Source: an optimization exercise on an open RTL-to-GDS flow (aim: small area, a short achievable clock period and few clock cycles per item). Production flows keep margins and buffers that such runs may drop.
Only simulation tests tie the RTL to the original design; equivalence was not proved.
Power figures rest on the tool's default switching activity, not on a simulated workload.

==> flow/design.v <==
module Log2(
  input clk,
  input reset,
  input h,
  output reg flag,
  input [7:0] in,
  output reg [7:0] out
);
  reg busy;
  wire [7:0] lut;
  always @(posedge clk or posedge reset) begin
    if (reset) begin
      busy <= 1'b0;
      flag <= 1'b0;
    end else begin
      busy <= h;
      flag <= busy | (flag & ~h);
    end
  end
  always @(posedge clk) begin
    if (h)
      out <= in;
    else if (busy)
      out <= lut;
  end
  wire new_n17, new_n18, new_n19, new_n20, new_n21, new_n22, new_n23,     new_n24, new_n25, new_n26, new_n27, new_n28, new_n29, new_n30, new_n31,     new_n32, new_n33, new_n34, new_n35, new_n36, new_n37, new_n38, new_n39,     new_n40, new_n41, new_n43, new_n44, new_n45, new_n46, new_n47, new_n48,     new_n49, new_n50, new_n51, new_n52, new_n53, new_n55, new_n56, new_n57,     new_n58, new_n59, new_n60, new_n61, new_n62, new_n63, new_n64, new_n65,     new_n66, new_n67, new_n68, new_n69, new_n70, new_n71, new_n72, new_n73,     new_n74, new_n75, new_n76, new_n77, new_n78, new_n79, new_n80, new_n81,     new_n82, new_n83, new_n84, new_n85, new_n86, new_n87, new_n88, new_n89,     new_n90, new_n91, new_n92, new_n93, new_n94, new_n95, new_n96, new_n97,     new_n98, new_n99, new_n100, new_n101, new_n102, new_n103, new_n104,     new_n105, new_n106, new_n107, new_n108, new_n109, new_n110, new_n111,     new_n112, new_n113, new_n114, new_n115, new_n116, new_n117, new_n119,     new_n120, new_n121, new_n122, new_n123, new_n124, new_n125, new_n126,     new_n127, new_n128, new_n129, new_n130, new_n132, new_n133, new_n134,     new_n135, new_n136, new_n138, new_n139;
  assign new_n17 = ~out[5] & ~out[7];
  assign new_n18 = out[1] & ~out[4];
  assign new_n19 = ~out[3] & ~new_n18;
  assign new_n20 = ~out[6] & ~new_n19;
  assign new_n21 = new_n17 & ~new_n20;
  assign new_n22 = out[4] & ~out[7];
  assign new_n23 = ~out[6] & ~new_n22;
  assign new_n24 = out[0] & ~out[3];
  assign new_n25 = ~out[2] & ~new_n24;
  assign new_n26 = new_n17 & ~new_n25;
  assign new_n27 = new_n23 & ~new_n26;
  assign new_n28 = ~new_n21 & ~new_n27;
  assign new_n29 = out[6] & ~out[7];
  assign new_n30 = ~new_n17 & ~new_n29;
  assign new_n31 = ~out[6] & ~out[7];
  assign new_n32 = out[0] & new_n31;
  assign new_n33 = out[2] & ~new_n31;
  assign new_n34 = ~new_n32 & ~new_n33;
  assign new_n35 = new_n30 & ~new_n34;
  assign new_n36 = out[1] & ~out[7];
  assign new_n37 = out[6] & new_n36;
  assign new_n38 = ~new_n35 & ~new_n37;
  assign new_n39 = ~out[2] & ~out[3];
  assign new_n40 = ~out[4] & ~out[5];
  assign new_n41 = ~new_n39 & new_n40;
  assign lut[6] = ~new_n31 | new_n41;
  assign new_n43 = out[3] & lut[6];
  assign new_n44 = out[1] & ~lut[6];
  assign new_n45 = ~new_n43 & ~new_n44;
  assign new_n46 = ~new_n30 & new_n45;
  assign new_n47 = ~new_n23 & ~new_n30;
  assign new_n48 = ~out[2] & ~lut[6];
  assign new_n49 = ~out[4] & ~new_n32;
  assign new_n50 = lut[6] & new_n49;
  assign new_n51 = ~new_n48 & ~new_n50;
  assign new_n52 = ~new_n47 & ~new_n51;
  assign new_n53 = ~new_n46 & ~new_n52;
  assign lut[5] = ~new_n46 & ~new_n47;
  assign new_n55 = ~new_n51 & ~lut[5];
  assign new_n56 = ~out[3] & ~out[7];
  assign new_n57 = ~out[5] & ~new_n36;
  assign new_n58 = ~new_n56 & ~new_n57;
  assign new_n59 = lut[5] & ~new_n58;
  assign new_n60 = ~new_n55 & ~new_n59;
  assign new_n61 = new_n30 & ~new_n45;
  assign new_n62 = ~new_n34 & new_n47;
  assign new_n63 = ~new_n61 & ~new_n62;
  assign new_n64 = out[0] & out[7];
  assign new_n65 = new_n63 & new_n64;
  assign new_n66 = ~new_n60 & ~new_n65;
  assign new_n67 = ~new_n63 & ~new_n64;
  assign new_n68 = ~new_n66 & ~new_n67;
  assign new_n69 = new_n53 & ~new_n68;
  assign new_n70 = out[1] & out[7];
  assign new_n71 = out[0] & new_n29;
  assign new_n72 = ~new_n70 & ~new_n71;
  assign new_n73 = ~new_n60 & new_n72;
  assign new_n74 = ~new_n69 & ~new_n73;
  assign new_n75 = new_n38 & ~new_n74;
  assign new_n76 = ~new_n38 & ~new_n72;
  assign new_n77 = new_n63 & ~new_n76;
  assign new_n78 = new_n60 & ~new_n77;
  assign new_n79 = new_n53 & new_n78;
  assign new_n80 = ~new_n38 & ~new_n63;
  assign new_n81 = new_n38 & ~new_n72;
  assign new_n82 = ~new_n80 & ~new_n81;
  assign new_n83 = new_n79 & new_n82;
  assign new_n84 = ~new_n75 & ~new_n83;
  assign new_n85 = new_n28 & ~new_n84;
  assign new_n86 = ~new_n38 & new_n72;
  assign new_n87 = new_n64 & ~new_n86;
  assign new_n88 = ~new_n63 & new_n87;
  assign new_n89 = ~new_n81 & ~new_n86;
  assign new_n90 = ~new_n80 & ~new_n89;
  assign new_n91 = ~new_n88 & ~new_n90;
  assign new_n92 = new_n53 & ~new_n91;
  assign new_n93 = ~new_n28 & ~new_n60;
  assign new_n94 = ~new_n92 & new_n93;
  assign new_n95 = new_n38 & new_n60;
  assign new_n96 = ~new_n91 & new_n95;
  assign new_n97 = ~new_n94 & ~new_n96;
  assign new_n98 = new_n38 & ~new_n65;
  assign new_n99 = new_n63 & new_n98;
  assign new_n100 = new_n90 & ~new_n99;
  assign new_n101 = ~out[5] & new_n88;
  assign new_n102 = ~new_n53 & ~new_n101;
  assign new_n103 = ~new_n100 & new_n102;
  assign new_n104 = ~new_n97 & ~new_n103;
  assign new_n105 = ~new_n66 & new_n86;
  assign new_n106 = ~new_n28 & ~new_n105;
  assign new_n107 = ~new_n104 & new_n106;
  assign new_n108 = new_n60 & ~new_n98;
  assign new_n109 = new_n38 & ~new_n60;
  assign new_n110 = ~new_n67 & ~new_n72;
  assign new_n111 = ~new_n109 & new_n110;
  assign new_n112 = ~new_n108 & ~new_n111;
  assign new_n113 = new_n63 & new_n78;
  assign new_n114 = new_n28 & ~new_n53;
  assign new_n115 = ~new_n113 & new_n114;
  assign new_n116 = ~new_n112 & new_n115;
  assign new_n117 = ~new_n107 & ~new_n116;
  assign lut[0] = ~new_n85 & new_n117;
  assign new_n119 = ~new_n94 & ~new_n116;
  assign new_n120 = ~new_n28 & new_n80;
  assign new_n121 = ~new_n63 & new_n76;
  assign new_n122 = ~new_n28 & ~new_n77;
  assign new_n123 = ~new_n121 & new_n122;
  assign new_n124 = ~new_n60 & new_n63;
  assign new_n125 = new_n28 & ~new_n78;
  assign new_n126 = ~new_n124 & new_n125;
  assign new_n127 = ~new_n123 & ~new_n126;
  assign new_n128 = ~new_n120 & ~new_n127;
  assign new_n129 = ~new_n119 & ~new_n128;
  assign new_n130 = new_n119 & ~new_n127;
  assign lut[1] = ~new_n129 & ~new_n130;
  assign new_n132 = ~new_n77 & ~lut[1];
  assign new_n133 = ~new_n120 & ~new_n132;
  assign new_n134 = new_n53 & ~new_n133;
  assign new_n135 = ~new_n53 & ~new_n80;
  assign new_n136 = ~new_n132 & new_n135;
  assign lut[2] = ~new_n134 & ~new_n136;
  assign new_n138 = ~new_n60 & new_n134;
  assign new_n139 = new_n60 & ~new_n134;
  assign lut[3] = new_n138 | new_n139;
  assign lut[4] = new_n28 | new_n79;
  assign lut[7] = ~new_n31 | ~new_n40;
endmodule
==> flow/constraint.sdc <==
create_clock -name core_clock -period 10.0 [get_ports {clk}]
set_input_delay 2.0000 -clock core_clock [delete_from_list [all_inputs] [get_ports {clk}]]
set_output_delay 2.0000 -clock core_clock [all_outputs]
set_load 0.01 [all_outputs]
==> flow/standard.sh <==
#!/bin/bash
# synth_recipe.tcl (not shown) runs the flow's synth.tcl, then flattens the netlist and writes it again
# the make line also repeats each setting of config.mk as NAME=value (left out here)
make -C /OpenROAD-flow-scripts/flow DESIGN_CONFIG=/design/flow/config.mk WORK_HOME=/design/flow/orfs CLKGATE_MAP_FILE= SYNTH_SCRIPT=/design/flow/synth_recipe.tcl "${@:-finish}"
==> flow/flow/run.sh <==
#!/bin/bash
# Standard ORFS layout with these changes:
#  - synthesis maps the logic with the ABC script in flow/abc_area.script
#    (same synthesis script otherwise, so registers keep their names and types);
#  - port buffers are sky130_fd_sc_hd__buf_2 instead of the default delay buffer;
#  - extra make settings: 
set -euo pipefail
rm -rf myscripts
cp -r "$FLOW_HOME/scripts" myscripts
cp flow/abc_area.script myscripts/abc_area.script
bash standard.sh synth ABC_AREA=1 SCRIPTS_DIR="$PWD/myscripts" > synth.log 2>&1
bash standard.sh finish  "BUFFER_PORTS_ARGS=-buffer_cell sky130_fd_sc_hd__buf_2" > layout.log 2>&1
==> flow/config.mk <==
export PLATFORM = sky130hd
export DESIGN_NAME = Log2
export DESIGN_NICKNAME = Log2
export VERILOG_FILES = /design/flow/design.v
export SDC_FILE = /design/flow/constraint.sdc
export NUM_CORES = 4
export LEC_CHECK = 0
export CAP_MARGIN = 20
export CORE_MARGIN = 2
export CORE_UTILIZATION = 40
export SLEW_MARGIN = 20
==> flow/flow/abc_area.script <==
strash
dch
map -D 2000
topo
upsize -D 2000
dnsize -D 2000
==> results.sh, run 1 <==
export IMPL_status="timing/DRC/antenna clean"
export IMPL_ant_nets=0
export IMPL_clock_sinks=10
export IMPL_arrival_ns=3.16
export IMPL_grt_usage=0.186
export IMPL_fmax_ghz=0.318
export IMPL_wl_um=2200
export IMPL_gr_total_overflow=0
export IMPL_setup_violations=0
export IMPL_grt_pass1_wl_um=3750
export IMPL_synth_seq_cells=10
export IMPL_vias_per_cell=5.39
export IMPL_numCtsBuffers=3
export IMPL_drcViolationCount=0
export IMPL_clockRootBuffer="clkbuf_4"
export IMPL_synth_edff_count=8
export IMPL_cts_tree="built"
export IMPL_synth_commonest_cells="nand2_1, clkinv_1, nor2_1"
export IMPL_synthArstFlopShare=0.200
export IMPL_synthTopCellsByArea="edfxtp_1, nand2_1, clkinv_1, a21oi_1, dfrtp_1"
export IMPL_portBuffers=19
export IMPL_fp_dieH_um=52.1
export IMPL_synth_most_common_cell="nand2_1"
export IMPL_synth_top_cell_area_share=0.259
export IMPL_use_met3=0.0345
export IMPL_die_area_um2=2720
export IMPL_dr_pass1_iters=4
export IMPL_cp_num_buf_inv=3
export IMPL_worstPathMaxFanout=9
export IMPL_fp_dieW_um=52.1
export IMPL_grt_max_degree=11
export IMPL_yosys_area_top_type="edfxtp_1"
export IMPL_maxSlewViolCount=0
export IMPL_wl_per_cell_um=12.3
export IMPL_htreeDepth=1
export IMPL_hold_viol_final=0
export IMPL_syn_nets=141
export IMPL_fin_setup_tns_ns=0
export IMPL_netlist_area_um2=926
export IMPL_leakage_nw=0.452
export IMPL_synth_cell_type_count=33
export IMPL_final_cells=179
export IMPL_cts_resized_gates=0
export IMPL_fin_crit_sh=0.315
export IMPL_gp_congestion=0.811
export IMPL_worstSetupPathType="flop to flop"
export IMPL_cp_common_cell="clkinv_1"
export IMPL_antenna_diode_count=0
export IMPL_critPathCaptureType="flop"
export IMPL_initial_utilization=0.423
export IMPL_layout_nets=165
export IMPL_ys_warnings_count=1
export IMPL_vias=965
export IMPL_yosysSeqAreaShare=0.314
export IMPL_holdBufCountCts=0
export IMPL_coreArea_um2=2190
export IMPL_cp_top_family="compound AO/OA/AOI/OAI gates"
export IMPL_period_needed_ns=3.15
export IMPL_antenna_found_initial=0
export IMPL_clock_path_buffers=2
export IMPL_ir_drop_uv=98.7
export IMPL_grt_busiest_layer="met2"
export IMPL_worstPathRequired_ns=10.01
export IMPL_critical_path_max_stage_delay_ns=0.55
export IMPL_use_met1=0.225
export IMPL_crit_path_start_kind="flop"
export IMPL_grt_util_met2=0.331
export IMPL_clock_skew_ns=0.00752
export IMPL_path_clk_slew_ns=0.07
export IMPL_tightest_slew_ns=0.610
export IMPL_synthCells=128
export IMPL_max_slew_margin=0.594
export IMPL_synth_area_per_cell_um2=7.23
export IMPL_rows=17
export IMPL_dpl_cell_count=175
export IMPL_clk_latency_ns=0.27
export IMPL_hp_class="flop to flop"
export IMPL_synthFlopType="edfxtp_1"
export IMPL_areaGrowthSynthToFinish_pct=16.9
export IMPL_drt_initial_drc_count=20
export IMPL_path_cells="nor2_1 > clkinv_1 > o22ai_1 > clkinv_1 > ha_1 > clkinv_1 > nand3_1 > a21oi_1 > or2_1 > o21ai_2 > o21ai_2 > nand2_2 > a21oi_2 > xor2_1 > o21ai_1"
export IMPL_post_cts_buffers=0
export IMPL_hold_slack_ns=0.473
export IMPL_dp_hpwl_um=1800
export IMPL_p_per_area_nw_per_um2=177
export IMPL_drive_gt1_frac=0.285
export IMPL_critPathSlowestCell="edfxtp_1"
export IMPL_cap_violations=0
export IMPL_grt_pass1_vias=910
export IMPL_pin_count=20
export IMPL_rsz0062_at_grt="no"
==> flip-flops by register name, summed over array words and instances, names as in the netlist <==
| name | count |
|---|---|
| out | 8 |
| busy | 1 |
| flag | 1 |
==> logic make-up after synthesis <==
group,after synthesis,share of synthesized area
compound gates,44,0.309
xor+xnor,1,0.00946
fa+ha+maj,2,0.0270
buf+inv,21,0.0878
flops,10,0.314
simple gates,50,0.253
==> per-layer routing <==
| metal | vias up | wire length, um |
|---|---|---|
| li1 | 492 | - |
| met1 | 447 | 1030 |
| met2 | 26 | 1080 |
| met3 | 0 | 94 |
| met4 | 0 | 0 |
| met5 | - | 0 |
==> final timing paths <==
kind / startpoint / end / slack, ns / cells after the start
min reg2reg: flag / flag / 0.47 / 2
max: out[7] / out[3] / 6.85 / 15
max reg2reg: out[7] / out[3] / 6.85 / 15
min: flag / flag / 0.47 / 2
max in group asynchronous: reset / busy / 8.34 / 2
min in group asynchronous: reset / flag / 1.57 / 2
==> tightest hold or removal path, cell delays in order (launching register included) <==
cell	delay, ns
dfrtp_1	0.34
nand2_1	0.05
nand2_1	0.05
==> layout by cell type, fill, tap and decap left out <==
cell type  count
nor3_1         1
buf_2         19
o221ai_1       1
o21ai_1        5
a21oi_1       10
a21oi_2        1
inv_4          1
nor2_1        12
nand2_1       23
o2111ai_1      1
o211ai_1       2
a31oi_1        2
a32oi_1        1
nand2_4        1
o21ai_0        9
nand3_1        4
inv_1          4
xor2_1         1
o21ai_2        5
clkinv_1      15
o21a_1         1
edfxtp_1       8
or2_2          1
dfrtp_1        2
clkbuf_4       3
nor2_4         2
o22ai_2        1
ha_1           2
nand2_2        3
inv_2          2
or2_1          1
o21a_2         1
nor2_2         2
o22ai_1        3
o211ai_2       1
==> area by class of cell <==
type	count	area [um^2]
multi-input combinational	97	554
inverter	21	81.3
fill	236	1110
tap	28	35.0
sequential	10	290
clock inverter	1	3.75
timing repair buffer	19	95.1
clock buffer	3	22.5
==> per-stage QoR <==
stage	total power [W]	util	setup WS [ns]	cell area [um^2]
floorplan	0.000138	-	7.26	926
global placement	0.000162	0.482	6.93	1060
detailed placement	0.000163	0.482	6.89	1060
CTS	0.000192	0.494	6.90	1080
global route	0.000209	0.494	6.63	1080
finish	0.000191	0.494	6.85	1080
==> power by group <==
group	leakage (nW)	internal, W	total [W]	switching [W]
Clock	0.0154	0.0000144	0.0000279	0.0000135
Combinational	0.334	0.0000366	0.000102	0.0000659
Sequential	0.103	0.0000532	0.0000608	0.00000766
Testbench counts, summed over its fixed seeds: cycles 8,192, conversions 4,096.
==> run 2: changes to the inputs <==
--- a/flow/design.v
+++ b/flow/design.v
@@ -20,6 +20,6 @@
   always @(posedge clk) begin
-    if (h)
+    if (busy)
+      out <= lut;
+    else if (h | ~flag)
       out <= in;
-    else if (busy)
-      out <= lut;
   end
==> flow/flow/abc_area.script (replaced) <==
strash
dch
map -D 1600
topo
buffer -p
upsize -D 1600
dnsize -D 1600
==> run 2 against run 1 <==
Net effect:
- still clean
- critical path depth decreased by 14
- sequential power up 3.6%
- worst hold slack better by 0.077 ns
- sequential share of layout area shrank 1.6 points
- power is 12% higher
- via count is 2.2% higher
- critical endpoint is now out[7]
==> results.sh, run 2 <==
export IMPL_dp_hpwl_um=1910
export IMPL_areaGrowthSynthToFinish_pct=15.6
export IMPL_clock_path_buffers=2
export IMPL_netlist_area_um2=996
export IMPL_synth_area_per_cell_um2=7.27
export IMPL_grt_max_degree=14
export IMPL_antenna_diode_count=0
export IMPL_post_cts_buffers=0
export IMPL_grt_pass1_wl_um=3910
export IMPL_holdBufCountCts=0
export IMPL_final_cell_mix="nand2_1, buf_2, nor2_1, inv_1, o21ai_0"
export IMPL_ant_nets=0
export IMPL_antenna_found_initial=0
export IMPL_layout_nets=173
export IMPL_arrival_ns=0.96
export IMPL_yosys_area_top_type="edfxtp_1"
export IMPL_synth_seq_cells=10
export IMPL_worstSetupPathType="flop to output pin"
export IMPL_tightest_slew_ns=0.467
export IMPL_die_area_um2=2910
export IMPL_status="timing/DRC/antenna clean"
export IMPL_fp_dieW_um=53.9
export IMPL_vias_per_cell=5.22
export IMPL_worstPathRequired_ns=8.00
export IMPL_gr_total_overflow=0
export IMPL_regMostFlops="out"
export IMPL_portBuffers=19
export IMPL_fmax_ghz=0.338
export IMPL_syn_nets=150
export IMPL_synth_top_cell_area_share=0.241
export IMPL_layout_commonest_cell="nand2_1"
export IMPL_top_regs="out x8, busy x1, flag x1"
export IMPL_synth_edff_count=8
export IMPL_regArea_um2=290
export IMPL_path_clk_slew_ns=0.06
export IMPL_critPathSlowestCell="edfxtp_1"
export IMPL_synthCells=137
export IMPL_hp_class="flop to flop"
export IMPL_dpl_cell_count=185
export IMPL_rows=18
export IMPL_critPathCaptureType="output pin"
export IMPL_multi_input_area_um2=631
export IMPL_pin_count=20
export IMPL_crit_path_start_kind="flop"
export IMPL_drive_gt1_frac=0.302
export IMPL_numCtsBuffers=3
export IMPL_fin_setup_tns_ns=0
export IMPL_synthTopCellsByArea="edfxtp_1, nand2_1, nor2_1, o21ai_0, inv_1"
export IMPL_fillers=253
export IMPL_period_needed_ns=2.96
export IMPL_critical_path_max_stage_delay_ns=0.51
export IMPL_drcViolationCount=0
export IMPL_cts_tree="built"
export IMPL_cp_top_family="flip-flops"
export IMPL_p_per_area_nw_per_um2=185
export IMPL_vias=986
export IMPL_synth_commonest_cells="nand2_1, nor2_1, inv_1"
export IMPL_cap_violations=0
export IMPL_gp_congestion=1.00
export IMPL_largest_reg_flops=8
export IMPL_setup_violations=0
export IMPL_cp_num_buf_inv=1
export IMPL_grt_usage=0.184
export IMPL_rsz0062_at_grt="no"
export IMPL_wl_per_cell_um=12.4
export IMPL_coreArea_um2=2410
export IMPL_clock_skew_ns=0.00266
export IMPL_max_slew_margin=0.685
export IMPL_drt_initial_drc_count=18
export IMPL_synthFlopType="edfxtp_1"
export IMPL_worstPathMaxFanout=6
export IMPL_grt_pass1_vias=879
export IMPL_clk_latency_ns=0.26
export IMPL_maxSlewViolCount=0
export IMPL_initial_utilization=0.413
export IMPL_hold_viol_final=0
export IMPL_yosysSeqAreaShare=0.291
export IMPL_synth_cell_type_count=33
export IMPL_dr_pass1_iters=4
export IMPL_fp_dieH_um=53.9
export IMPL_leakage_nw=0.515
export IMPL_final_cells=189
export IMPL_synth_most_common_cell="nand2_1"
export IMPL_ys_warnings_count=1
export IMPL_wl_um=2340
export IMPL_fin_crit_sh=0.296
export IMPL_htreeDepth=1
export IMPL_clock_sinks=10
export IMPL_synthArstFlopShare=0.200
export IMPL_cts_resized_gates=0
export IMPL_ir_drop_uv=121
export IMPL_path_cells="buf_2"
export IMPL_clockRootBuffer="clkbuf_4"
[run 2: changes by cell type after synthesis, sizes merged, moves of 3 or more]
cell / delta
a21oi: -3
a31oi: +4
clkinv: -14
inv: +12
nand2: +5
nor2: +7
o22ai: -3
[run 2: layout make-up]
class,count,share of cell area
Clock buffer,4,0.0228
Tap cell,30,0.0326
Inverter,19,0.0620
Timing Repair Buffer,19,0.0826
Multi-Input combinational cell,107,0.548
Sequential cell,10,0.252
[run 2: worst paths after layout]
kind / from / end / slack, ns / cells after the start
max: out[7] / out[7] / 7.04 / 1
min: flag / flag / 0.55 / 2
max reg2reg: out[7] / out[3] / 7.08 / 17
min in group asynchronous: reset / flag / 1.58 / 2
max in group asynchronous: reset / busy / 8.32 / 2
min reg2reg: flag / flag / 0.55 / 2
[run 2: cells by family after synthesis]
kind of cell | synth area share
AOI/OAI and AO/OA | 0.314
adders and majority gates | 0.0251
buffers and inverters | 0.0754
DFF | 0.291
and+or+nand+nor | 0.294
[run 2: power by group]
part	internal (W)	switching, W
Clock	0.0000154	0.0000126
Combinational	0.0000430	0.0000793
Sequential	0.0000540	0.00000898
[run 2: through the flow]
stage               power [W]  worst slack (ns)  cell area, um^2   util  hold slack [ns]
detailed placement   0.000185              7.11             1120  0.467            0.546
finish               0.000213              7.04             1150  0.478            0.550
floorplan            0.000156              7.38              996      -            0.540
CTS                  0.000213              7.03             1150  0.478            0.558
global route         0.000235              6.76             1150  0.478            0.587
global placement     0.000184              7.15             1120  0.467            0.537
[run 2: routing by layer]
metal  up-vias  global-route usage  wire (um)
met3         0              0.0167         71
met2        18               0.317       1140
met1       453               0.255       1130
li1        515                   -          -
met5         -                   0          0
met4         0              0.0256          0
Testbench counts of run 2, summed over its fixed seeds: cycles 8,192, conversions 4,096.
==> run 3: changes to the inputs <==
==> flow/flow/abc_area.script (replaced) <==
strash
dch
map -D 1600
topo
==> run 3 against run 2 <==
Net effect:
- highest routed layer is now met4
- sequential share of layout area grew 2.5 points
- power down 4.5%
- die area is 11% lower
- clock power increased by 31%
- final cell count is 1.1% lower
- first-iteration DRC count up 22%
- register-to-register slack got worse by 0.41 ns
- still clean
==> results.sh, run 3 <==
export IMPL_initial_utilization=0.411
export IMPL_fp_dieH_um=51.0
export IMPL_cp_top_family="compound AO/OA/AOI/OAI gates"
export IMPL_post_cts_buffers=0
export IMPL_setup_ws_ns=6.67
export IMPL_rsz0062_at_grt="no"
export IMPL_max_slew_margin=0.506
export IMPL_cts_resized_gates=0
export IMPL_drive_gt1_frac=0.151
export IMPL_status="timing/DRC/antenna clean"
export IMPL_coreArea_um2=2150
export IMPL_cts_tree="built"
export IMPL_cap_violations=0
export IMPL_ys_warnings_count=1
export IMPL_drcViolationCount=0
export IMPL_gp_congestion=0.855
export IMPL_holdBufCountCts=0
export IMPL_numCtsBuffers=3
export IMPL_synthCells=136
export IMPL_vias=1023
export IMPL_wl_um=2300
export IMPL_fmax_ghz=0.301
export IMPL_ant_nets=0
export IMPL_worstSetupPathType="flop to flop"
export IMPL_synth_most_common_cell="nand2_1"
export IMPL_r2r_cells=14
export IMPL_period_needed_ns=3.33
export IMPL_pin_count=20
export IMPL_synthArstFlopShare=0.200
export IMPL_drt_initial_drc_count=22
export IMPL_reg2reg_from="out[7]"
export IMPL_clock_sinks=10
export IMPL_regMostFlops="out"
export IMPL_crit_cells=14
export IMPL_hold_viol_final=0
export IMPL_ir_drop_uv=134
export IMPL_leakage_nw=0.432
export IMPL_rows=17
export IMPL_vias_per_cell=5.47
export IMPL_yosys_area_top_type="edfxtp_1"
export IMPL_critical_path_max_stage_delay_ns=0.62
export IMPL_grt_max_degree=14
export IMPL_worstPathMaxFanout=6
export IMPL_path_clk_slew_ns=0.07
export IMPL_arrival_ns=3.33
export IMPL_critPathCaptureType="flop"
export IMPL_htreeDepth=1
export IMPL_r2r_slack_ns=6.67
export IMPL_worstPathRequired_ns=10.01
export IMPL_layout_commonest_cell="nand2_1"
export IMPL_crit_path_start_kind="flop"
export IMPL_tightest_slew_ns=0.733
export IMPL_grt_pass1_vias=882
export IMPL_fin_crit_sh=0.333
export IMPL_p_per_area_nw_per_um2=194
export IMPL_fin_setup_tns_ns=0
export IMPL_portBuffers=19
export IMPL_setup_violations=0
export IMPL_synthTopCellsByArea="edfxtp_1, nand2_1, o21ai_0, nor2_1, clkinv_1"
export IMPL_antenna_found_initial=0
export IMPL_clock_skew_ns=0.00401
export IMPL_synth_area_per_cell_um2=6.49
export IMPL_grt_pass1_wl_um=3800
export IMPL_clockRootBuffer="clkbuf_4"
export IMPL_synth_edff_count=8
export IMPL_wl_per_cell_um=12.3
export IMPL_syn_nets=149
export IMPL_maxSlewViolCount=0
export IMPL_dp_hpwl_um=1790
export IMPL_synthFlopType="edfxtp_1"
export IMPL_synth_cell_type_count=20
export IMPL_fp_dieW_um=51.0
export IMPL_r2r_end="out[3]"
export IMPL_yosysSeqAreaShare=0.329
export IMPL_synth_commonest_cells="nand2_1, nor2_1, clkinv_1"
export IMPL_cp_num_buf_inv=0
export IMPL_clk_latency_ns=0.27
export IMPL_critPathSlowestCell="o21ai_0"
export IMPL_netlist_area_um2=882
export IMPL_final_cell_mix="nand2_1, nor2_1, clkinv_1, buf_2, o21ai_0"
export IMPL_fin_total_pwr_w=0.000204
export IMPL_hp_class="flop to flop"
export IMPL_layout_nets=173
export IMPL_areaGrowthSynthToFinish_pct=18.9
export IMPL_crit_start="out[7]"
export IMPL_dr_pass1_iters=4
export IMPL_clock_path_buffers=2
export IMPL_synth_seq_cells=10
export IMPL_grt_usage=0.193
export IMPL_gr_total_overflow=0
export IMPL_largest_reg_flops=8
export IMPL_cp_endpoint="out[3]"
export IMPL_synth_top_cell_area_share=0.272
export IMPL_die_area_um2=2600
export IMPL_path_cells="nor2_1 > nand2_1 > nand2_1 > o21ai_0 > nor2_1 > nor2_1 > o21ai_0 > nand2_1 > a32oi_1 > o211ai_1 > a31oi_1 > nor2_1 > nand2_1 > a31oi_1"
export IMPL_top_regs="out x8, busy x1, flag x1"
export IMPL_post_place_ws_ns=6.77
export IMPL_antenna_diode_count=0
## run 3: changes by cell type after synthesis, sizes merged
cell / before / now
clkinv: 0 / 19
clkbuf: 1 / 0
inv: 19 / 0
## run 3: worst min-delay path by stage
stage	startpoint	to	slack [ns]	cells after the start
after floorplan	flag	flag	0.56	2
after global placement	flag	flag	0.52	2
after detailed placement	flag	flag	0.53	2
after CTS	flag	flag	0.54	2
after global routing	flag	flag	0.59	2
final	flag	flag	0.53	2
## run 3: area by class of cell
class | count | area [um^2]
multi-input cells | 107 | 520
inverters | 19 | 71.3
flip-flops and latches | 10 | 290
repair buffers | 19 | 95.1
well taps | 28 | 35.0
fillers | 238 | 1100
clock buffers | 4 | 36.3
## run 3: worst reg2reg max path, delay by kind of cell, from the launching register on
family,cells,cell delay (ns)
flip-flops,1,0.46
AND/OR/NAND/NOR,8,1.10
AO/OA/AOI/OAI,6,1.51
## run 3: cells by family (layout without fill, tap and decap cells)
| family | after synthesis | in the layout | synth area share |
|---|---|---|---|
| simple gates | 62 | 62 | 0.275 |
| compound gates | 43 | 43 | 0.287 |
| buf+inv | 19 | 42 | 0.0809 |
| flops | 10 | 10 | 0.329 |
| fa+ha+maj | 2 | 2 | 0.0284 |
## run 3: routing by layer
metal	wire, um	up-vias	track usage
li1	-	518	-
met1	1080	460	0.257
met2	1030	39	0.307
met3	141	6	0.0439
met4	37	0	0.0631
met5	0	-	0
## run 3: through the flow
| step | util | hold WS (ns) | cells | instance area [um^2] |
|---|---|---|---|---|
| finish | 0.488 | 0.535 | 187 | 1050 |
| global route | 0.488 | 0.593 | 187 | 1050 |
| CTS | 0.488 | 0.540 | 187 | 1050 |
| detailed placement | 0.471 | 0.529 | 183 | 1010 |
| global placement | 0.471 | 0.518 | 183 | 1010 |
| floorplan | - | 0.561 | 136 | 882 |
## run 3: where the power goes
part	internal (W)	switching, W	total (W)
Combinational	0.0000357	0.0000690	0.000105
Clock	0.0000221	0.0000146	0.0000368
Sequential	0.0000540	0.00000821	0.0000622
Total	0.000112	0.0000918	0.000204
==> run 4: changes to the inputs <==
==> flow/flow/run.sh (replaced) <==
#!/bin/bash
# Standard ORFS layout with these changes:
#  - synthesis maps the logic with the ABC script in flow/abc_area.script
#    (same synthesis script otherwise, so registers keep their names and types);
#  - port buffers are sky130_fd_sc_hd__buf_1 instead of the default delay buffer;
#  - extra make settings: 
set -euo pipefail
rm -rf myscripts
cp -r "$FLOW_HOME/scripts" myscripts
cp flow/abc_area.script myscripts/abc_area.script
bash standard.sh synth ABC_AREA=1 SCRIPTS_DIR="$PWD/myscripts" > synth.log 2>&1
bash standard.sh finish  "BUFFER_PORTS_ARGS=-buffer_cell sky130_fd_sc_hd__buf_1" > layout.log 2>&1
==> flow/flow/abc_area.script (replaced) <==
strash
dch
map -D 2000
topo
buffer -p
upsize -D 2000
dnsize -D 2000
==> run 4 against run 3 <==
Net effect:
- still clean on timing, DRC and antenna
- sequential share of layout area down 0.90 points
- register-to-register slack gained 0.28 ns
- maximum frequency increased by 9.1%
- via count is 5.7% lower
- non-clock buffer count stayed put
- worst hold slack better by 0.018 ns
- global-route usage decreased by 0.65 points
- count of clock-buffer cells in the layout unchanged
- first-iteration DRC count shrank 14%
- worst setup slack better by 0.28 ns
- critical endpoint unchanged
==> results.sh, run 4 <==
export IMPL_worstHoldStart="flag"
export IMPL_fin_area_um2=1080
export IMPL_layout_commonest_cell="nand2_1"
export IMPL_rsz0062_at_grt="no"
export IMPL_regMostFlops="out"
export IMPL_status="timing/DRC/antenna clean"
export IMPL_crit_start="out[7]"
export IMPL_worstPathMaxFanout=9
export IMPL_die_area_um2=2770
export IMPL_post_cts_buffers=0
export IMPL_worstPathRequired_ns=10.02
export IMPL_period_needed_ns=3.05
export IMPL_grt_pass1_vias=911
export IMPL_drive_gt1_frac=0.185
export IMPL_cts_tree="built"
export IMPL_antenna_diode_count=0
export IMPL_clockRootBuffer="clkbuf_4"
export IMPL_fillers=228
export IMPL_synth_most_common_cell="nand2_1"
export IMPL_coreArea_um2=2210
export IMPL_wl_met2_um=1020
export IMPL_largest_reg_flops=8
export IMPL_yosys_area_top_type="edfxtp_1"
export IMPL_syn_nets=142
export IMPL_synthFlopType="edfxtp_1"
export IMPL_fp_dieW_um=52.6
export IMPL_clock_sinks=10
export IMPL_gr_total_overflow=0
export IMPL_wl_per_cell_um=12.3
export IMPL_p_per_area_nw_per_um2=200
export IMPL_final_cell_mix="nand2_1, buf_1, inv_1, nor2_1, o21ai_0"
export IMPL_numCtsBuffers=3
export IMPL_drcViolationCount=0
export IMPL_setup_violations=0
export IMPL_dr_pass1_iters=4
export IMPL_ys_warnings_count=1
export IMPL_cts_resized_gates=0
export IMPL_synth_cell_type_count=33
export IMPL_grt_pass1_wl_um=3780
export IMPL_leakage_nw=0.445
export IMPL_layout_nets=165
export IMPL_pin_count=20
export IMPL_synth_area_per_cell_um2=7.32
export IMPL_fin_crit_sh=0.305
export IMPL_drt_initial_drc_count=19
export IMPL_reg2reg_from="out[7]"
export IMPL_wl_met1_um=1030
export IMPL_vias=965
export IMPL_fmax_ghz=0.328
export IMPL_clock_path_buffers=2
export IMPL_cap_violations=0
export IMPL_antenna_found_initial=0
export IMPL_synth_commonest_cells="nand2_1, inv_1, nor2_1, o21ai_0, a21oi_1"
export IMPL_holdBufCountCts=0
export IMPL_arrival_ns=3.07
export IMPL_max_slew_margin=0.567
export IMPL_hold_viol_final=0
export IMPL_clock_skew_ns=0.00220
export IMPL_synth_seq_cells=10
export IMPL_grt_max_degree=11
export IMPL_portBuffers=19
export IMPL_hp_class="flop to flop"
export IMPL_synth_edff_count=8
export IMPL_synthArstFlopShare=0.200
export IMPL_netlist_area_um2=945
export IMPL_top_layer="met4"
export IMPL_areaGrowthSynthToFinish_pct=14.7
export IMPL_worstSetupPathType="flop to flop"
export IMPL_yosysSeqAreaShare=0.307
export IMPL_ant_nets=0
export IMPL_initial_utilization=0.427
export IMPL_met3_length_um=131
export IMPL_maxSlewViolCount=0
export IMPL_htreeDepth=1
export IMPL_synthTopCellsByArea="edfxtp_1, nand2_1, inv_1, o21ai_0, a21oi_1"
export IMPL_ir_drop_uv=119
export IMPL_fp_dieH_um=52.6
export IMPL_dp_hpwl_um=1760
export IMPL_gp_congestion=0.783
export IMPL_fin_setup_tns_ns=0
export IMPL_synth_top_cell_area_share=0.254
export IMPL_rows=17
export IMPL_place_area_um2=1050
export IMPL_vias_per_cell=5.39
export IMPL_critPathCaptureType="flop"
export IMPL_clk_latency_ns=0.27
export IMPL_tightest_slew_ns=0.650
export IMPL_grt_usage=0.187
export IMPL_crit_path_start_kind="flop"
export IMPL_path_clk_slew_ns=0.07
export IMPL_wl_um=2210
export IMPL_synthCells=129
export IMPL_top_regs="out x8, busy x1, flag x1"
-- run 4: cell count changes after synthesis, sizes merged, moves of 2 or more --
cell and change:
a21oi +3, a22oi -2, a31oi -4, clkinv -18, inv +20, nand2 -7, nor2 -6, o21a +2
o21ai +2, o22ai +3, o31ai -2, or2 +2
-- run 4: critical path: stages, from the launching register on --
cell and delay, ns:
edfxtp_1 0.56, nor2_4 0.27, nand2_4 0.08, o21ai_0 0.08
o21ai_0 0.14, o22ai_1 0.52, a21oi_1 0.07, or2_1 0.27
o21ai_2 0.18, o21ai_2 0.08, o21ai_2 0.07, nand2_2 0.08
a21oi_2 0.16, xor2_1 0.17, o21ai_1 0.07
-- run 4: power breakdown --
group | internal, W | switching (W)
logic | 0.0000402 | 0.0000749
clock network | 0.0000221 | 0.0000144
registers | 0.0000546 | 0.0000100
-- run 4: final timing paths --
path	depth (start not counted)	to	slack (ns)
worst max-delay path	14	out[3]	6.95
worst min-delay path	2	flag	0.55
worst max register to register	14	out[3]	6.95
worst min register to register	2	flag	0.55
max in group asynchronous	2	busy	8.35
min in group asynchronous	2	flag	1.54
-- run 4: cell families after synthesis --
kind of cell,after synthesis,synth area share
simple gates,49,0.254
compound gates,45,0.315
buf+inv,22,0.0874
flops,10,0.307
fa+ha+maj,2,0.0265
xor+xnor,1,0.00927
-- run 4: area by class of cell --
| type | instances | area, um^2 | area share |
|---|---|---|---|
| Clock buffer | 4 | 36.3 | 0.0335 |
| Inverter | 21 | 78.8 | 0.0727 |
| Multi-Input combinational cell | 97 | 572 | 0.528 |
| Sequential cell | 10 | 290 | 0.268 |
| Tap cell | 28 | 35.0 | 0.0323 |
| Timing Repair Buffer | 19 | 71.3 | 0.0658 |
-- run 4: stage by stage --
step           instances  worst slack (ns)  hold slack (ns)  total power, W  utilization
2_1_floorplan        129              7.22            0.571        0.000153            -
3_3_place_gp         175              7.04            0.534        0.000178        0.473
3_5_place_dp         175              6.95            0.544        0.000180        0.473
4_1_cts              179              6.94            0.554        0.000216        0.490
5_1_grt              179              6.72            0.622        0.000236        0.490
6_report             179              6.95            0.553        0.000216        0.490
-- run 4: per-layer routing --
layer  vias to the layer above  GRT usage
li1                        494          -
met1                       434      0.226
met2                        33      0.319
met3                         4     0.0514
met4                         0     0.0556
met5                         -          0
==> run 5: changes to the inputs <==
==> flow/flow/abc_area.script (replaced) <==
strash
dch
map -D 1600
topo
==> run 5 against run 4 <==
Net effect:
- still clean
- global-route usage is 0.078 points higher
- via count is 0.10% lower
- maximum frequency is 8.7% lower
- routed wire length is 0.95% higher
- die area is 6.1% lower
- sequential power is 4.3% lower
- count of clock-buffer cells in the layout stayed put
- sequential share of layout area is 1.5 points higher
- worst setup slack worse by 0.29 ns
- synthesized area is 6.6% lower
- cell area is 5.4% lower
- critical endpoint unchanged
- largest power group unchanged
==> results.sh, run 5 <==
export IMPL_post_cts_buffers=0
export IMPL_final_cell_mix="nand2_1, nor2_1, clkinv_1, buf_1, o21ai_0"
export IMPL_dr_pass1_iters=4
export IMPL_rows=17
export IMPL_wl_met2_um=998
export IMPL_leakage_nw=0.382
export IMPL_regMostFlops="out"
export IMPL_wl_met1_um=1090
export IMPL_switching_power_w=0.0000899
export IMPL_critPathSlowestCell="o21ai_0"
export IMPL_synth_top_cell_area_share=0.272
export IMPL_portBuffers=19
export IMPL_worstPathRequired_ns=10.00
export IMPL_grt_pass1_vias=869
export IMPL_met3_length_um=140
export IMPL_cts_tree="built"
export IMPL_ys_warnings_count=1
export IMPL_status="timing/DRC/antenna clean"
export IMPL_synthArstFlopShare=0.200
export IMPL_top_layer="met3"
export IMPL_path_clk_slew_ns=0.07
export IMPL_gp_congestion=0.865
export IMPL_maxSlewViolCount=0
export IMPL_combPwrFrac=0.511
export IMPL_areaGrowthSynthToFinish_pct=16.2
export IMPL_layout_commonest_cell="nand2_1"
export IMPL_synthFlopType="edfxtp_1"
export IMPL_critical_path_max_stage_delay_ns=0.64
export IMPL_layout_nets=173
export IMPL_fin_setup_tns_ns=0
export IMPL_p_int_w=0.000110
export IMPL_synth_edff_count=8
export IMPL_fp_dieW_um=51.0
export IMPL_pin_count=20
export IMPL_clock_path_buffers=2
export IMPL_htreeDepth=1
export IMPL_path_cells="nor2_1 > nand2_1 > nand2_1 > o21ai_0 > nor2_1 > nor2_1 > o21ai_0 > nand2_1 > a32oi_1 > o211ai_1 > a31oi_1 > nor2_1 > nand2_1 > a31oi_1"
export IMPL_clockRootBuffer="clkbuf_4"
export IMPL_pwr_share_seq=0.310
export IMPL_gr_total_overflow=0
export IMPL_rsz0062_at_grt="no"
export IMPL_netlist_area_um2=882
export IMPL_initial_utilization=0.411
export IMPL_ant_nets=0
export IMPL_fin_util=0.477
export IMPL_fin_crit_sh=0.334
export IMPL_worstSetupPathType="flop to flop"
export IMPL_vias_per_cell=5.16
export IMPL_dp_hpwl_um=1800
export IMPL_clkPwrFrac=0.179
export IMPL_holdBufCountCts=0
export IMPL_drt_initial_drc_count=24
export IMPL_tightest_slew_ns=0.755
export IMPL_synth_commonest_cells="nand2_1, nor2_1, clkinv_1"
export IMPL_setup_violations=0
export IMPL_coreArea_um2=2150
export IMPL_yosysSeqAreaShare=0.329
export IMPL_cap_violations=0
export IMPL_die_area_um2=2600
export IMPL_synthTopCellsByArea="edfxtp_1, nand2_1, o21ai_0, nor2_1, clkinv_1"
export IMPL_wl_per_cell_um=11.9
export IMPL_grt_max_degree=14
export IMPL_grt_pass1_wl_um=3780
export IMPL_synth_cell_type_count=20
export IMPL_yosys_area_top_type="edfxtp_1"
export IMPL_wl_um=2230
export IMPL_cts_resized_gates=0
export IMPL_worstPathMaxFanout=6
export IMPL_critPathCaptureType="flop"
export IMPL_vias=964
export IMPL_drcViolationCount=0
export IMPL_antenna_diode_count=0
export IMPL_clock_sinks=10
export IMPL_synth_area_per_cell_um2=6.49
export IMPL_hold_viol_final=0
export IMPL_clock_skew_ns=0.00183
export IMPL_largest_reg_flops=8
export IMPL_max_slew_margin=0.491
export IMPL_drive_gt1_frac=0.0314
export IMPL_cp_num_buf_inv=0
export IMPL_fmax_ghz=0.299
export IMPL_reg2reg_from="out[7]"
export IMPL_synth_seq_cells=10
export IMPL_crit_path_start_kind="flop"
export IMPL_worstHoldStart="flag"
export IMPL_ir_drop_uv=111
export IMPL_p_per_area_nw_per_um2=195
export IMPL_arrival_ns=3.34
export IMPL_fp_dieH_um=51.0
export IMPL_antenna_found_initial=0
export IMPL_hp_class="flop to flop"
export IMPL_clk_latency_ns=0.26
export IMPL_period_needed_ns=3.34
export IMPL_grt_usage=0.187
export IMPL_syn_nets=149
export IMPL_crit_start="out[7]"
export IMPL_top_regs="out x8, busy x1, flag x1"
export IMPL_synthCells=136
export IMPL_numCtsBuffers=3
export IMPL_cp_top_family="compound AO/OA/AOI/OAI gates"
export IMPL_switching_share=0.451
export IMPL_synth_most_common_cell="nand2_1"
run 5: cell types whose count changed in the layout (fill, tap and decap cells not counted), moves of 4 or more:
cell / previous run / this run
clkinv_1: 1 / 19
o21ai_2: 5 / 0
inv_1: 17 / 0
nand2_1: 21 / 32
o21ai_0: 11 / 18
o21ai_1: 4 / 0
nor2_1: 11 / 23
a31oi_1: 2 / 6
run 5: final cells by class:
class / count / area, um^2
inverters: 19 / 71.3
multi-input cells: 107 / 520
fillers: 229 / 1120
flip-flops and latches: 10 / 290
well taps: 28 / 35.0
repair buffers: 19 / 71.3
clock buffers: 4 / 36.3
run 5: power groups by stage:
| stage | registers [W] | logic [W] | clock network (W) |
|---|---|---|---|
| 4_1_cts | 0.0000619 | 0.000101 | 0.0000368 |
| 6_report | 0.0000618 | 0.000102 | 0.0000357 |
| 2_1_floorplan | 0.0000638 | 0.0000738 | 0 |
| 3_3_place_gp | 0.0000630 | 0.000101 | 0 |
| 5_1_grt | 0.0000630 | 0.000116 | 0.0000389 |
| 3_5_place_dp | 0.0000628 | 0.000100 | 0 |
run 5: cells by family (layout without fill, tap and decap cells):
family                     Yosys count  in the layout  synth area share
buffers and inverters               19             42            0.0809
AOI/OAI and AO/OA                   43             43             0.287
DFF                                 10             10             0.329
adders and majority gates            2              2            0.0284
and+or+nand+nor                     62             62             0.275
run 5: worst min-delay path, cell delays in order, from the launching register on:
cell and delay (ns):
dfrtp_1 0.38, clkinv_1 0.06, o21ai_0 0.07
run 5: path summary, 6_finish.rpt:
kind | end | slack (ns) | cells past startpoint
min in group asynchronous | flag | 1.54 | 2
setup / recovery | out[3] | 6.66 | 14
setup reg to reg | out[3] | 6.66 | 14
hold reg to reg | flag | 0.55 | 2
hold / removal | flag | 0.55 | 2
max in group asynchronous | busy | 8.37 | 2
run 5: per-stage QoR:
step / cells / hold slack, ns / cell area [um^2] / power (W) / setup slack (ns)
floorplan: 136 / 0.561 / 882 / 0.000138 / 7.21
global placement: 183 / 0.520 / 988 / 0.000164 / 6.74
detailed placement: 183 / 0.547 / 988 / 0.000163 / 6.74
CTS: 187 / 0.558 / 1020 / 0.000200 / 6.71
global route: 187 / 0.570 / 1020 / 0.000218 / 6.29
finish: 187 / 0.546 / 1020 / 0.000199 / 6.66
run 5: routing by layer:
layer  GRT usage  vias up
li1            -      516
met1       0.257      416
met4      0.0405        0
met3      0.0263        0
met5           0        -
met2       0.312       32
==> run 6: changes to the inputs <==
==> flow/flow/abc_area.script (replaced) <==
strash
dch
map -D 2000
topo
buffer -p
upsize -D 2000
dnsize -D 2000
--- a/flow/config.mk
+++ b/flow/config.mk
@@ -8,4 +8,4 @@
 export CAP_MARGIN = 20
-export CORE_MARGIN = 2
-export CORE_UTILIZATION = 40
+export CORE_AREA = 2.5 2.5 61.5 61.5
+export DIE_AREA = 0 0 64 64
 export SLEW_MARGIN = 20
==> run 6 against run 5 <==
Net effect:
- maximum frequency is 9.3% higher
- die area is 58% higher
- largest power group unchanged
- count of clock-buffer cells in the layout stayed put
- first-iteration DRC count grew to 2.8 times the previous value
- worst setup slack better by 0.28 ns
- global-route usage is 7.7 points lower
- critical endpoint unchanged
- synthesized cell count is 5.1% lower
- routed wire length is 4.1% lower
- non-clock buffer count stayed put
- sequential power is 5.5% higher
==> results.sh, run 6 <==
export IMPL_cts_resized_gates=0
export IMPL_antenna_diode_count=0
export IMPL_dp_hpwl_um=1740
export IMPL_hp_class="flop to flop"
export IMPL_regArea_um2=290
export IMPL_grt_usage=0.110
export IMPL_ir_drop_uv=60.5
export IMPL_gr_total_overflow=0
export IMPL_rows=21
export IMPL_period_needed_ns=3.06
export IMPL_synth_cell_type_count=33
export IMPL_worstPathRequired_ns=10.01
export IMPL_ys_warnings_count=1
export IMPL_fillers=370
export IMPL_layout_commonest_cell="nand2_1"
export IMPL_final_cell_mix="nand2_1, buf_1, inv_1, nor2_1, o21ai_0"
export IMPL_clockRootBuffer="clkbuf_4"
export IMPL_drt_initial_drc_count=68
export IMPL_layout_nets=165
export IMPL_grt_max_degree=11
export IMPL_regMostFlops="out"
export IMPL_synth_commonest_cells="nand2_1, inv_1, nor2_1, o21ai_0, a21oi_1"
export IMPL_top_regs="out x8, busy x1, flag x1"
export IMPL_ant_nets=0
export IMPL_initial_utilization=0.283
export IMPL_largest_reg_flops=8
export IMPL_htreeDepth=1
export IMPL_dr_pass1_iters=4
export IMPL_post_cts_buffers=0
export IMPL_syn_nets=142
export IMPL_synth_area_per_cell_um2=7.32
export IMPL_vias=943
export IMPL_holdBufCountCts=0
export IMPL_numCtsBuffers=3
export IMPL_drive_gt1_frac=0.185
export IMPL_synthTopCellsByArea="edfxtp_1, nand2_1, inv_1, o21ai_0, a21oi_1"
export IMPL_clock_sinks=10
export IMPL_grt_pass1_vias=817
export IMPL_setup_violations=0
export IMPL_dpl_cell_count=193
export IMPL_synth_edff_count=8
export IMPL_pin_count=20
export IMPL_arrival_ns=3.07
export IMPL_tightest_slew_ns=0.605
export IMPL_yosys_area_top_type="edfxtp_1"
export IMPL_max_slew_margin=0.597
export IMPL_final_cells=197
export IMPL_rsz0062_at_grt="no"
export IMPL_fin_setup_tns_ns=0
export IMPL_multi_input_area_um2=572
export IMPL_antenna_found_initial=0
export IMPL_fin_util=0.331
export IMPL_p_per_area_nw_per_um2=195
export IMPL_vias_per_cell=4.79
export IMPL_gp_congestion=0.856
export IMPL_wl_um=2140
export IMPL_synth_most_common_cell="nand2_1"
export IMPL_wl_per_cell_um=10.8
export IMPL_path_clk_slew_ns=0.06
export IMPL_worstPathMaxFanout=9
export IMPL_place_area_um2=1070
export IMPL_die_area_um2=4100
export IMPL_synthCells=129
export IMPL_netlist_area_um2=945
export IMPL_cts_tree="built"
export IMPL_fin_crit_sh=0.306
export IMPL_worstSetupPathType="flop to flop"
export IMPL_critPathCaptureType="flop"
export IMPL_cap_violations=0
export IMPL_leakage_nw=0.445
export IMPL_hold_viol_final=0
export IMPL_fp_dieH_um=64
export IMPL_areaGrowthSynthToFinish_pct=17.1
export IMPL_maxSlewViolCount=0
export IMPL_synthFlopType="edfxtp_1"
export IMPL_synth_seq_cells=10
export IMPL_clock_skew_ns=0.00265
export IMPL_yosysSeqAreaShare=0.307
export IMPL_clock_path_buffers=2
export IMPL_synthArstFlopShare=0.200
export IMPL_fin_area_um2=1110
export IMPL_fp_dieW_um=64
export IMPL_grt_pass1_wl_um=3660
export IMPL_synth_top_cell_area_share=0.254
export IMPL_status="timing/DRC/antenna clean"
export IMPL_clk_latency_ns=0.26
export IMPL_portBuffers=19
export IMPL_coreArea_um2=3340
export IMPL_fmax_ghz=0.327
export IMPL_crit_path_start_kind="flop"
export IMPL_drcViolationCount=0
==> run 6: cell types whose count changed in the layout (fill, tap and decap cells not counted), moves of 3 or more <==
cell      delta
nand2_1     -11
inv_2        +3
clkinv_1    -18
a31oi_1      -4
o21ai_0      -7
nor2_1      -12
nor2_4       +3
o21ai_2      +5
nor2_2       +3
nand2_2      +3
o21ai_1      +4
inv_1       +17
==> run 6: logic make-up after synthesis <==
kind of cell,Yosys count,synth area share
adder cells (fa/ha/maj),2,0.0265
AND/OR/NAND/NOR,49,0.254
AO/OA/AOI/OAI,45,0.315
XOR/XNOR,1,0.00927
buffers and inverters,22,0.0874
flip-flops,10,0.307
==> run 6: final cells by class <==
type	count	area share
repair buffers	19	0.0645
multi-input cells	97	0.517
clock buffers	4	0.0328
inverters	21	0.0713
flip-flops and latches	10	0.262
well taps	46	0.0520
==> run 6: report_power, final <==
part / switching, W / total, W / internal [W]
Combinational: 0.0000749 / 0.000115 / 0.0000401
Sequential: 0.0000105 / 0.0000652 / 0.0000546
Clock: 0.0000131 / 0.0000352 / 0.0000221
Total: 0.0000985 / 0.000215 / 0.000117
==> run 6: path summary, 6_finish.rpt <==
check	start	endpoint	slack, ns	depth (start not counted)
max	out[7]	out[3]	6.94	15
max in group asynchronous	reset	busy	8.35	2
min reg2reg	flag	flag	0.54	2
min in group asynchronous	reset	flag	1.54	2
min	flag	flag	0.54	2
max reg2reg	out[7]	out[3]	6.94	15
==> run 6: stage by stage <==
stage / power (W) / hold WS [ns] / setup slack, ns
floorplan: 0.000153 / 0.571 / 7.22
global placement: 0.000181 / 0.537 / 6.93
detailed placement: 0.000179 / 0.536 / 6.95
CTS: 0.000215 / 0.547 / 6.94
global route: 0.000236 / 0.629 / 6.66
finish: 0.000215 / 0.539 / 6.94
==> run 6: critical path, stage by stage (launching register included) <==
cell and delay, ns:
edfxtp_1 0.56, nor2_4 0.26, nand2_1 0.11, o21ai_1 0.11, o22ai_2 0.16, ha_1 0.32, nand2_1 0.11, a21oi_1 0.07
or2_1 0.27, o21ai_2 0.17, o21ai_2 0.08, o21ai_2 0.08, nand2_2 0.08, a21oi_2 0.17, xor2_1 0.19, o21ai_1 0.08
==> run 6: metal layers <==
| metal | routed length (um) | vias to the layer above | track usage |
|---|---|---|---|
| li1 | - | 486 | - |
| met1 | 1070 | 424 | 0.157 |
| met2 | 917 | 31 | 0.168 |
| met3 | 143 | 2 | 0.0264 |
| met4 | 7 | 0 | 0.0245 |
| met5 | 0 | - | 0 |
==> run 7: changes to the inputs <==
--- a/flow/flow/run.sh
+++ b/flow/flow/run.sh
@@ -5,3 +5,3 @@
 #  - port buffers are sky130_fd_sc_hd__buf_1 instead of the default delay buffer;
-#  - extra make settings: 
+#  - extra make settings: SETUP_SLACK_MARGIN=7.0 SETUP_MOVE_SEQUENCE=sizeup,swap
 set -euo pipefail
@@ -11,2 +11,2 @@
 bash standard.sh synth ABC_AREA=1 SCRIPTS_DIR="$PWD/myscripts" > synth.log 2>&1
-bash standard.sh finish  "BUFFER_PORTS_ARGS=-buffer_cell sky130_fd_sc_hd__buf_1" > layout.log 2>&1
+bash standard.sh finish SETUP_SLACK_MARGIN=7.0 SETUP_MOVE_SEQUENCE=sizeup,swap "BUFFER_PORTS_ARGS=-buffer_cell sky130_fd_sc_hd__buf_1" > layout.log 2>&1
==> flow/flow/abc_area.script (replaced) <==
strash
dch
map -D 1600
topo
==> run 7 against run 6 <==
Net effect:
- highest routed layer unchanged
- clock power increased by 3%
- flip-flop and latch count is the same
- largest cell class unchanged
- non-clock buffer count unchanged
- synthesized area decreased by 6.6%
- utilization increased by 2.7 points
- critical path depth fell by 14
- worst hold slack worse by 0.0048 ns
==> results.sh, run 7 <==
export IMPL_top_regs="out x8, busy x1, flag x1"
export IMPL_path_clk_slew_ns=0.07
export IMPL_fp_dieW_um=64
export IMPL_worstSetupPathType="flop to output pin"
export IMPL_worstPathRequired_ns=8.00
export IMPL_synthArstFlopShare=0.200
export IMPL_synth_area_per_cell_um2=6.49
export IMPL_regMostFlops="out"
export IMPL_vias=1035
export IMPL_coreArea_um2=3340
export IMPL_fmax_ghz=0.336
export IMPL_cap_violations=0
export IMPL_syn_nets=149
export IMPL_critPathCaptureType="output pin"
export IMPL_hp_class="flop to flop"
export IMPL_wl_um=2580
export IMPL_grt_pass1_wl_um=3890
export IMPL_drive_gt1_frac=0.195
export IMPL_grt_pass1_vias=892
export IMPL_worstPathMaxFanout=6
export IMPL_cts_tree="built"
export IMPL_synth_commonest_cells="nand2_1, nor2_1, clkinv_1"
export IMPL_combPwrFrac=0.572
export IMPL_portBuffers=19
export IMPL_fp_dieH_um=64
export IMPL_yosys_area_top_type="edfxtp_1"
export IMPL_dr_pass1_iters=4
export IMPL_rows=21
export IMPL_hold_slack_ns=0.534
export IMPL_synth_seq_cells=10
export IMPL_htreeDepth=1
export IMPL_synth_edff_count=8
export IMPL_clkPwrFrac=0.157
export IMPL_ir_drop_uv=80.0
export IMPL_wl_per_cell_um=12.6
export IMPL_cp_top_family="flip-flops"
export IMPL_rsz0062_at_grt="yes"
export IMPL_maxSlewViolCount=0
export IMPL_period_needed_ns=2.97
export IMPL_die_area_um2=4100
export IMPL_path_cells="clkbuf_2"
export IMPL_largest_reg_flops=8
export IMPL_clock_skew_ns=0.000252
export IMPL_cp_num_buf_inv=1
export IMPL_fin_setup_tns_ns=0
export IMPL_ant_nets=0
export IMPL_gr_total_overflow=0
export IMPL_clk_latency_ns=0.26
export IMPL_synthTopCellsByArea="edfxtp_1, nand2_1, o21ai_0, nor2_1, clkinv_1"
export IMPL_synth_top_cell_area_share=0.272
export IMPL_initial_utilization=0.264
export IMPL_clockRootBuffer="clkbuf_4"
export IMPL_final_cell_mix="nand2_1, nor2_1, buf_1, clkinv_1, o21ai_0"
export IMPL_clock_sinks=10
export IMPL_switching_power_w=0.000110
export IMPL_max_slew_margin=0.740
export IMPL_switching_share=0.476
export IMPL_p_int_w=0.000122
export IMPL_pin_count=20
export IMPL_synthCells=136
export IMPL_clock_path_buffers=2
export IMPL_critical_path_max_stage_delay_ns=0.51
export IMPL_grt_max_degree=14
export IMPL_ys_warnings_count=1
export IMPL_dp_hpwl_um=1800
export IMPL_grt_usage=0.119
export IMPL_leakage_nw=0.419
export IMPL_yosysSeqAreaShare=0.329
export IMPL_synth_cell_type_count=20
export IMPL_critPathSlowestCell="edfxtp_1"
export IMPL_pwr_share_seq=0.271
export IMPL_layout_nets=173
export IMPL_hold_viol_final=0
export IMPL_status="timing/DRC/antenna clean"
export IMPL_netlist_area_um2=882
export IMPL_setup_violations=0
export IMPL_vias_per_cell=5.05
export IMPL_drt_initial_drc_count=14
export IMPL_synth_most_common_cell="nand2_1"
export IMPL_fin_crit_sh=0.297
export IMPL_layout_commonest_cell="nand2_1"
export IMPL_antenna_found_initial=0
export IMPL_areaGrowthSynthToFinish_pct=35.6
export IMPL_antenna_diode_count=0
export IMPL_tightest_slew_ns=0.390
export IMPL_synthFlopType="edfxtp_1"
export IMPL_gp_congestion=0.909
export IMPL_arrival_ns=0.97
export IMPL_crit_path_start_kind="flop"
export IMPL_numCtsBuffers=3
export IMPL_drcViolationCount=0
export IMPL_p_per_area_nw_per_um2=194
run 7: changes by cell type after synthesis, sizes merged, moves of 2 or more:
| cell | previous run | this run |
|---|---|---|
| o21ai | 20 | 18 |
| a21oi | 11 | 8 |
| o31ai | 0 | 2 |
| nand2 | 25 | 32 |
| o21a | 2 | 0 |
| inv | 20 | 0 |
| a22oi | 0 | 2 |
| o22ai | 4 | 1 |
| a31oi | 2 | 6 |
| clkinv | 1 | 19 |
| nor2 | 17 | 23 |
| or2 | 2 | 0 |
run 7: layout make-up:
type | count | area, um^2
multi-input combinational | 107 | 666
tap | 46 | 57.6
clock buffer | 4 | 36.3
inverter | 19 | 73.8
timing repair buffer | 19 | 72.6
sequential | 10 | 290
fill | 362 | 2140
run 7: cell families (layout without fill, tap and decap cells):
kind of cell | count (synthesis) | count (layout) | share of synthesized area
buffers and inverters | 19 | 42 | 0.0809
AO/OA/AOI/OAI | 43 | 43 | 0.287
AND/OR/NAND/NOR | 62 | 62 | 0.275
flip-flops | 10 | 10 | 0.329
adder cells (fa/ha/maj) | 2 | 2 | 0.0284
run 7: stage by stage:
stage / power (W) / instances / setup WS (ns) / util / cell area [um^2]
4_1_cts: 0.000203 / 205 / 7.05 / 0.318 / 1060
6_report: 0.000232 / 205 / 7.03 / 0.358 / 1200
3_3_place_gp: 0.000166 / 201 / 6.69 / 0.303 / 1010
3_5_place_dp: 0.000163 / 201 / 6.78 / 0.303 / 1010
2_1_floorplan: 0.000138 / 136 / 7.21 / - / 882
5_1_grt: 0.000251 / 205 / 6.94 / 0.358 / 1200
run 7: path summary, 6_finish.rpt:
kind | from | end | slack, ns | cells after the start
max reg2reg | out[6] | out[2] | 7.17 | 13
max in group asynchronous | reset | busy | 8.37 | 2
min reg2reg | flag | flag | 0.53 | 2
min in group asynchronous | reset | flag | 1.54 | 2
max | out[7] | out[7] | 7.03 | 1
min | flag | flag | 0.53 | 2
run 7: repair_timing:
action,4_1_cts,5_1_grt
buffers inserted,0,0
gates resized for setup,5,36
pin swaps,0,7
hold endpoints to repair,0,0
setup endpoints to repair,2,4
hold buffers,0,0
run 7: routing by layer:
metal | part of all wire | track usage
met1 | 0.45 | 0.171
met2 | 0.48 | 0.172
met3 | 0.061 | 0.0229
met4 | 0.010 | 0.0516
met5 | 0 | 0
run 7: power by group through the flow:
stage / Combinational [W] / Clock, W / Sequential [W]
after CTS: 0.000103 / 0.0000373 / 0.0000622
after floorplan: 0.0000738 / 0 / 0.0000638
after global placement: 0.000103 / 0 / 0.0000636
final: 0.000133 / 0.0000364 / 0.0000629
after global routing: 0.000148 / 0.0000394 / 0.0000636
after detailed placement: 0.000100 / 0 / 0.0000630

afterwards: timing with drivers on the ports:
In the flow no input, the clock included, has a driving cell. The finished layouts below were timed again as built, in two steps.
Step 1: set_driving_cell puts a clkbuf_16 on clk and a buf_2 on each other input, an assumption about the parent block.
Step 2 adds t to the input delays and takes it off the output delays; t is the mean of the earliest and latest rising clock arrival at the registers after step 1. Input paths then give back, and output paths get back, about the clock's delay inside the block.
Slacks: ideal / step 1 / step 2; pairs: ideal / step 1.
run	shift t [ns]	slack for setup (ns)	hold WS [ns]
run 1	0.278	6.854 / 6.854 / 6.854	0.473 / 0.473 / 0.473
run 2	0.270	7.043 / 7.027 / 7.078	0.550 / 0.550 / 0.550
run 3	0.283	6.672 / 6.672 / 6.672	0.535 / 0.535 / 0.535
run 4	0.286	6.950 / 6.932 / 6.950	0.553 / 0.553 / 0.553
run 5	0.276	6.661 / 6.661 / 6.661	0.546 / 0.546 / 0.546
run 6	0.279	6.944 / 6.940 / 6.944	0.539 / 0.539 / 0.539
run 7	0.285	7.027 / 7.007 / 7.169	0.534 / 0.534 / 0.534
After both steps setup and hold are still met in every run listed.
